Background: an optimization exercise with open tools, aiming at small area, a short achievable clock period and few clock cycles. Do not read the settings as production practice.
RTL that was checked went through simulation tests only; none was proved equivalent to the original.

==> inputs of lagoon <==
==> flow/design.v <==
module gcd3_top #(parameter N = 3) (
    input  wire        clk,
    input  wire        reset,
    input  wire        start,
    input  wire [15:0] A,
    input  wire [15:0] B,
    input  wire [15:0] C,
    output wire        valid,
    output wire [15:0] D
);
    localparam IDLE = 3'd0, P0 = 3'd1, P1 = 3'd2, P2 = 3'd3, SHL = 3'd4;
    reg [2:0]  state;
    reg [16:0] a, b;
    reg [3:0]  cnt;
    wire [15:0] x    = A | B | C;
    wire        zero = ~|A | ~|B | ~|C;
    reg  [3:0]  kx;
    integer i;
    always @(*) begin
        kx = 4'd0;
        for (i = 15; i >= 0; i = i - 1)
            if (x[i]) kx = i;
    end
    wire [16:0] axb  = a ^ b;
    wire        odd2 = a[0] & b[0];
    wire        tz   = odd2 & ((~|axb[16:1]) | (&axb[16:1]));     
    wire        a1   = a[0] & ((~|a[16:1]) | (&a[16:1]));         
    wire        b1   = b[0] & ((~|b[16:1]) | (&b[16:1]));         
    wire        c0   = (cnt == 4'd0);
    wire        sub  = ~(a[1] ^ b[1]);
    wire [17:0] t    = {a[16], a} + ({b[16], b} ^ {18{sub}}) + {17'd0, sub};
    wire [14:0] ma   = a[15:1] ^ {15{a[16]}};
    wire [14:0] mb   = b[15:1] ^ {15{b[16]}};
    wire        swap = (ma >= mb);
    wire load_p1 = (state == P0) & b[0];
    wire load_p2 = (state == P1) & tz & ~a1 & ~b1;
    reg  [16:0] u;
    always @(*) begin
        if (state == IDLE)  u = {1'b0, A};
        else if (load_p1)   u = {1'b0, B};
        else if (load_p2)   u = {1'b0, C};
        else if (~b[0])     u = b;
        else                u = {t[17], t[17:2]};
    end
    reg [16:0] su;
    reg        stop;
    integer j;
    always @(*) begin
        su = u; stop = 1'b0;
        for (j = 0; j < N; j = j + 1)
            if (!stop && !su[0]) su = {su[16], su[16:1]};
            else stop = 1'b1;
    end
    wire [16:0] abs_a = {a[16:1] ^ {16{a[16]}}, a[0]};
    assign valid = c0 & ((state == SHL) | ((state == P2) & (tz | a1)) | ((state == P1) & a1));
    assign D     = abs_a[15:0];
    always @(posedge clk) b <= su;
    always @(posedge clk) begin
        if (reset) begin
            state <= IDLE;
        end else begin
            case (state)
                IDLE: if (start) begin
                    if (zero) begin
                        a     <= 17'd0;
                        cnt   <= 4'd0;
                        state <= SHL;
                    end else begin
                        cnt   <= kx;
                        state <= P0;
                    end
                end
                P0: if (b[0]) begin
                    a     <= b;
                    state <= P1;
                end
                SHL: begin
                    if (c0) state <= IDLE;
                    else begin
                        a   <= {a[15:0], 1'b0};
                        cnt <= cnt - 4'd1;
                    end
                end
                default: begin  
                    if (load_p2) begin
                        state <= P2;
                    end else if (a1 | b1 | tz) begin
                        if (c0 & ~(b1 & ~a1)) state <= IDLE;
                        else begin
                            state <= SHL;
                            if (c0) a <= 17'd1;
                            else begin
                                a   <= (b1 & ~a1) ? 17'd2 : {abs_a[15:0], 1'b0};
                                cnt <= cnt - 4'd1;
                            end
                        end
                    end else if (b[0] & swap) begin
                        a <= b;
                    end
                end
            endcase
        end
    end
endmodule
==> flow/run.sh <==
#!/bin/bash
# synth_recipe.tcl (not shown) runs the flow's synth.tcl, then flattens the netlist and writes it again
# the make line also repeats each setting of config.mk as NAME=value (left out here)
make -C /OpenROAD-flow-scripts/flow DESIGN_CONFIG=/design/flow/config.mk WORK_HOME=/design/flow/orfs CLKGATE_MAP_FILE= SYNTH_SCRIPT=/design/flow/synth_recipe.tcl finish
==> flow/config.mk <==
export PLATFORM = sky130hd
export DESIGN_NAME = gcd3_top
export DESIGN_NICKNAME = gcd3_top
export VERILOG_FILES = /design/flow/design.v
export SDC_FILE = /design/flow/constraint.sdc
export NUM_CORES = 4
export LEC_CHECK = 0
export CAP_MARGIN = 20
export CORE_MARGIN = 2
export CORE_UTILIZATION = 40
export SLEW_MARGIN = 20
==> flow/constraint.sdc <==
create_clock -name core_clock -period 3.5 [get_ports {clk}]
set_input_delay 0.7000 -clock core_clock [delete_from_list [all_inputs] [get_ports {clk}]]
set_output_delay 0.7000 -clock core_clock [all_outputs]
set_load 0.01 [all_outputs]
==> garnet: changes against lagoon <==
==> flow/design.v, changed modules only <==
module gcd3_top (
    input  wire        clk,
    input  wire        reset,
    input  wire        start,
    input  wire [15:0] A,
    input  wire [15:0] B,
    input  wire [15:0] C,
    output wire        valid,
    output wire [15:0] D
);
    localparam IDLE = 3'd0, P0 = 3'd1, P1 = 3'd2, P2 = 3'd3, SHL = 3'd4, ZERO = 3'd5;
    reg [2:0]  state;
    reg [15:0] a;
    reg [16:0] b;
    reg        nb;       
    reg        a1;       
    reg        k0;       
    wire        zero = ~|A | ~|B | ~|C;
    wire        idle = (state == IDLE);
    wire        p0   = (state == P0);
    wire        p1   = (state == P1);
    wire        p2   = (state == P2);
    wire        shl  = (state == SHL);
    wire        zst  = (state == ZERO);      
    wire [15:0] mb   = {b[15:1] ^ {15{b[16]}}, b[0]};
    wire        tz   = a[0] & b[0] & ((a[15:1] ^ b[15:1]) == {15{b[16]}});   
    wire        b1   = b[0] & ((b[15:1] ^ {15{b[16]}}) == 15'd0);    
    wire        swap = (a[15:1] >= mb[15:1]);                               
    wire [16:0] bn   = {b[16:1] ^ {16{nb}}, b[0]};         
    wire [17:0] t    = {2'b00, a} + {bn[16], bn};
    wire load_p1 = p0 & b[0];
    wire load_p2 = p1 & tz & ~a1;
    wire done    = (p1 & a1) | (p2 & (tz | a1));
    wire step    = (p1 | p2) & b[0] & ~tz & ~a1;
    wire        odd  = (p1 | p2) & b[0] & ~a1;
    wire        shx  = done & ~k0;
    wire        sh1  = shl | shx;
    wire [16:0] w    = ({17{odd}}                           & {t[17], t[17:2]})
                     | ({17{idle & ~A[0] | shx}}            & {1'b0, A})
                     | ({17{load_p1 | idle & A[0] | shx}}   & {1'b0, B})
                     | ({17{load_p2 | shx}}                 & {1'b0, C})
                     | ({17{~idle & ~b[0] & ~shx}}          & b);
    wire        s2   = ~w[0] & ~w[1] & ~sh1;
    wire [16:0] w2   = s2 ? {{2{w[16]}}, w[16:2]} : w;
    wire [16:0] sw   = w2[0] ? w2 : {w2[16], w2[16:1]};
    wire        a_b   = load_p1 | (step & swap);
    wire        an1   = idle ? A[1] : (load_p1 | (odd & swap)) ? mb[1] : a[1];
    wire        neg   = (~idle | A[0]) & sw[0] & ~(sw[1] ^ an1);
    always @(posedge clk) begin
        b  <= sw;
        nb <= neg;
    end
    wire        a_shl = shx | (shl & ~b[0]);
    wire        a_in  = idle & start & A[0] & ~zero;
    always @(posedge clk)
        a <= ({16{a_b}} & mb) | ({16{a_shl}} & {a[14:0], 1'b0}) | ({16{a_in}} & A)
           | ({16{~a_b & ~a_shl & ~(idle & start)}} & a);
    always @(posedge clk)
        a1 <= (a_b & b1) | (~a_b & ~a_shl & ~(idle & start) & a1);
    assign valid = (shl & b[0]) | (done & k0) | zst;
    assign D     = a;
    always @(posedge clk) begin
        if (reset) begin
            state <= IDLE;
        end else begin
            case (state)
                IDLE: if (start) begin
                    state <= zero ? ZERO : A[0] ? P1 : P0;
                    k0    <= A[0] | B[0] | C[0];
                end
                ZERO: state <= IDLE;
                P0:   if (b[0]) state <= P1;
                SHL:  if (b[0]) state <= IDLE;
                default: begin  
                    if (load_p2) state <= P2;
                    else if (done) state <= k0 ? IDLE : SHL;
                end
            endcase
        end
    end
endmodule
==> flow/flow/run.sh (new file) <==
#!/bin/bash
set -euo pipefail
export BUFFER_PORTS_ARGS="-buffer_cell sky130_fd_sc_hd__buf_1"
bash standard.sh > standard_make.log 2>&1
==> flow/standard.sh (new file) <==
#!/bin/bash
# synth_recipe.tcl (not shown) runs the flow's synth.tcl, then flattens the netlist and writes it again
# the make line also repeats each setting of config.mk as NAME=value (left out here)
make -C /OpenROAD-flow-scripts/flow DESIGN_CONFIG=/design/flow/config.mk WORK_HOME=/design/flow/orfs CLKGATE_MAP_FILE= SYNTH_SCRIPT=/design/flow/synth_recipe.tcl "${@:-finish}"
removed: flow/run.sh
==> violet: changes against lagoon <==
==> flow/design.v, changed modules only <==
module gcd3_top #(parameter N = 3) (
    input  wire        clk,
    input  wire        reset,
    input  wire        start,
    input  wire [15:0] A,
    input  wire [15:0] B,
    input  wire [15:0] C,
    output wire        valid,
    output wire [15:0] D
);
    localparam IDLE = 3'd0, P0 = 3'd1, P1 = 3'd2, P2 = 3'd3, SHL = 3'd4;
    reg [2:0]  state;
    reg [16:0] a, b;
    reg [4:0]  al, bl;
    reg [3:0]  cnt;
    wire [15:0] x    = A | B | C;
    wire        zero = ~|A | ~|B | ~|C;
    reg  [3:0]  kx;
    integer i;
    always @(*) begin
        kx = 4'd0;
        for (i = 15; i >= 0; i = i - 1)
            if (x[i]) kx = i;
    end
    wire [16:0] axb  = a ^ b;
    wire        odd2 = a[0] & b[0];
    wire        tz   = odd2 & ((~|axb[16:1]) | (&axb[16:1]));     
    wire        a1   = a[0] & ((~|a[16:1]) | (&a[16:1]));         
    wire        b1   = b[0] & ((~|b[16:1]) | (&b[16:1]));         
    wire        c0   = (cnt == 4'd0);
    wire        run  = (state == P1) | (state == P2);
    wire        sub  = ~(a[1] ^ b[1]);
    wire [17:0] t    = {a[16], a} + ({b[16], b} ^ {18{sub}}) + {17'd0, sub};
    wire        swap = (al >= bl);
    wire [4:0]  mx   = swap ? al : bl;
    reg  [16:0] u;
    reg  [1:0]  usel;    
    always @(*) begin
        if (state == IDLE)                        usel = 2'd2;
        else if (state == P0 & b[0])              usel = 2'd2;
        else if (state == P1 & tz & ~a1 & ~b1)    usel = 2'd2;
        else if (~b[0])                           usel = 2'd1;
        else                                      usel = 2'd0;
        case (usel)
            2'd0:    u = {t[17], t[17:2]};
            2'd1:    u = b;
            default: u = {1'b0, (state == IDLE) ? A : (state == P0) ? B : C};
        endcase
    end
    reg [16:0] su;
    reg [3:0]  ss;
    reg        stop;
    integer j;
    always @(*) begin
        su = u; ss = 4'd0; stop = 1'b0;
        for (j = 0; j < N; j = j + 1)
            if (!stop && !su[0]) begin su = {su[16], su[16:1]}; ss = ss + 4'd1; end
            else stop = 1'b1;
    end
    wire [16:0] abs_a = {a[16:1] ^ {16{a[16]}}, a[0]};
    assign valid = c0 & ((state == SHL) | ((state == P2) & (tz | a1)) | ((state == P1) & a1));
    assign D     = abs_a[15:0];
    always @(posedge clk) begin
        if (reset) begin
            state <= IDLE;
        end else begin
            case (state)
                IDLE: if (start) begin
                    if (zero) begin
                        a     <= 17'd0;
                        cnt   <= 4'd0;
                        state <= SHL;
                    end else begin
                        b     <= su;
                        bl    <= 5'd16 - {1'b0, ss};
                        cnt   <= kx;
                        state <= P0;
                    end
                end
                P0: begin
                    if (b[0]) begin
                        a     <= b;
                        al    <= bl;
                        bl    <= 5'd16 - {1'b0, ss};
                        state <= P1;
                    end else begin
                        bl    <= bl - {1'b0, ss};
                    end
                    b <= su;
                end
                SHL: begin
                    if (c0) state <= IDLE;
                    else begin
                        a   <= {a[15:0], 1'b0};
                        cnt <= cnt - 4'd1;
                    end
                end
                default: begin  
                    if ((state == P1) & tz & ~a1 & ~b1) begin
                        b     <= su;
                        bl    <= 5'd16 - {1'b0, ss};
                        state <= P2;
                    end else if (a1 | b1 | tz) begin
                        if (c0 & ~(b1 & ~a1)) state <= IDLE;
                        else begin
                            state <= SHL;
                            if (c0) a <= 17'd1;
                            else begin
                                a   <= (b1 & ~a1) ? 17'd2 : {abs_a[15:0], 1'b0};
                                cnt <= cnt - 4'd1;
                            end
                        end
                    end else if (!b[0]) begin
                        b  <= su;
                        bl <= bl - {1'b0, ss};
                    end else begin
                        if (swap) begin
                            a  <= b;
                            al <= bl;
                        end
                        b  <= su;
                        bl <= mx - 5'd1 - {1'b0, ss};
                    end
                end
            endcase
        end
    end
endmodule
==> summary of the runs <==
Die area, lowest first: garnet, lagoon, violet. Sequential share of layout area: garnet is higher than lagoon (1.5 points). Wire length: garnet < lagoon < violet. Between garnet and lagoon, the lower register-to-register slack is in lagoon (gap 0.17 ns). Between lagoon and violet, the lower cell count is in lagoon (gap about 12%, measured against violet). garnet finished clean. lagoon went through all stages and came out clean. violet produced a layout that fails on setup timing. First-iteration DRC count, highest first: violet, lagoon, garnet. The lowest critical path depth belongs to garnet, the highest to violet.
==> figures <==
Result of the run: violet failed layout checks; garnet finished clean; lagoon finished clean
Reasons for failing layout checks: violet setup timing; garnet -; lagoon -
Rows: violet 44; garnet 37; lagoon 42
Number of fill cells in the layout: violet 1305; garnet 1076; lagoon 1271
Endpoint required time on the critical path: violet 3.55 ns; garnet 2.80 ns; lagoon 3.69 ns
DRC marker count from the first detailed-route iteration: violet 689; garnet 454; lagoon 565
Gate count of the mapped netlist: violet 752; garnet 529; lagoon 707
Launching element of the worst setup path: violet a[1]$_DFFE_PP_; garnet b[14]$_DFF_P_; lagoon a[1]$_DFFE_PP_
Actual transition at the worst max-transition pin: violet 0.687 ns; garnet 1.15 ns; lagoon 1.00 ns
Seq. cell area: violet 0.00150 sq mm; garnet 793 sq um; lagoon 0.00103 sq mm
Resize count post-CTS: violet 51; garnet 0; lagoon 6
Clock period minus worst slack: violet 3.93 ns; garnet 3.36 ns; lagoon 3.41 ns
Full die area: violet 0.0159 sq mm; garnet 0.0115 sq mm; lagoon 0.0147 sq mm
Clock buffer count in the final layout: violet 6; garnet 7; lagoon 6
Multiplexer share of the synthesized area: violet 1.41%; garnet 5.71%; lagoon 3.56%
Clock buf/inv share: violet 1.67%; garnet 2.10%; lagoon 2.35%
Hold EP: violet al[4]$_DFFE_PP_; garnet a[8]$_DFF_P_; lagoon cnt[0]$_DFFE_PP_
Testbench counts of lagoon, summed over its fixed seeds: cycles 2,517.
The RTL of garnet and violet was laid out without a check of its function.

========
==> inputs of v19 <==
// gcd3_top: RTL as listed in full above, without the edits since
make LEC_CHECK=0 ABC_AREA=1 CAP_MARGIN=0 CORE_MARGIN=2 CORE_UTILIZATION=65 SLEW_MARGIN=0 finish   # period 3.5 ns
run.sh (not shown) runs the stock make flow with config.mk's settings and CLKGATE_MAP_FILE= SYNTH_SCRIPT=/design/flow/synth_recipe.tcl, a recipe that flattens the netlist after the stock synthesis.
Stock flow here: none of the scripts above is used.
==> v30 (differences from v19) <==
--- a/flow/design.v
+++ b/flow/design.v
@@ -1,4 +1,4 @@
-module gcd3_top #(parameter N = 3) (
+module gcd3_top #(parameter N = 2) (
     input  wire        clk,
     input  wire        reset,
     input  wire        start,
- ABC_AREA: 1 -> not set
- CAP_MARGIN: 0 -> 20
- CORE_UTILIZATION: 65 -> 40
- SLEW_MARGIN: 0 -> 20
==> qor summary <==
                                                                                      v30             v19
N_taps                                                                                176             111
Vert. Die Dim                                                                      121 um          101 um
Minimum hold slack                                                                 593 ps          587 ps
Achievable Freq                                                                   294 MHz         293 MHz
Post-synthesis compound-gate area fraction                                          27.2%           12.3%
Count of vias placed by the detailed router                                          6416            7679
Synthesis-to-layout area growth                                                     32.1%           14.4%
Worst setup slack before clock tree synthesis                                     -262 ps          359 ps
Post-Synth Simple-Gate Area                                                         24.7%           45.7%
Final nets                                                                            935            1205
Die ar.                                                                         14800 um2       10300 um2
Wire length per cell after detailed routing                                       21.4 um         17.7 um
Number of search-and-repair iterations in the first detailed-routing pass               5              14
Post-Synth XOR/XNOR Area                                                            11.1%           6.27%
Required time at the endpoint of the critical path                                3680 ps         2800 ps
Worst Tran Pin Value                                                              1090 ps          671 ps
Setup slack after layout                                                          97.9 ps         85.6 ps
GP Congestion                                                                        1.01            1.03
Synthesized area                                                                 5520 um2        6150 um2
Run status                                                                 finished clean  finished clean
Multi-input gates                                                                     607             848
Crit. path cell count                                                                  15              13
Share of final-layout standard cells stronger than drive strength 1                 18.1%           6.34%
Testbench counts of v19, summed over its fixed seeds: cycles 2,517.
Function not checked in v30: the RTL went through the layout flow alone.

[static timing again, ports no longer ideal]
Ports are ideal in the flow. The routed layouts listed here were re-timed in OpenROAD. Step 1 (the two cells are an assumption about what drives the block):
set clk [get_ports {clk}]
set_driving_cell -lib_cell sky130_fd_sc_hd__clkbuf_16 $clk
set_driving_cell -lib_cell sky130_fd_sc_hd__buf_2 [delete_from_list [all_inputs] $clk]
Step 2 times the ports against the registers' clock, not the clock port: input delays grow and output delays shrink by t, the midpoint of the rising clock arrivals with the driver on. Slacks: ideal / step 1 / step 2; pairs: ideal / step 1.
run	shift t [ns]	setup slack, ns	cell pins on the clock port's net
lagoon	0.344	0.090 / 0.090 / 0.039	1
garnet	0.346	0.142 / 0.106 / 0.258	1
violet	0.347	-0.434 / -0.434 / -0.434	1
v19	0.345	0.086 / 0.050 / 0.388	1
v30	0.334	0.098 / 0.089 / -0.064	1
Met with ideal ports but missed after step 2: setup timing in v30. The setup slack of v30, which loses most, moves by -0.009 ns with the drivers and by -0.162 ns with both steps.
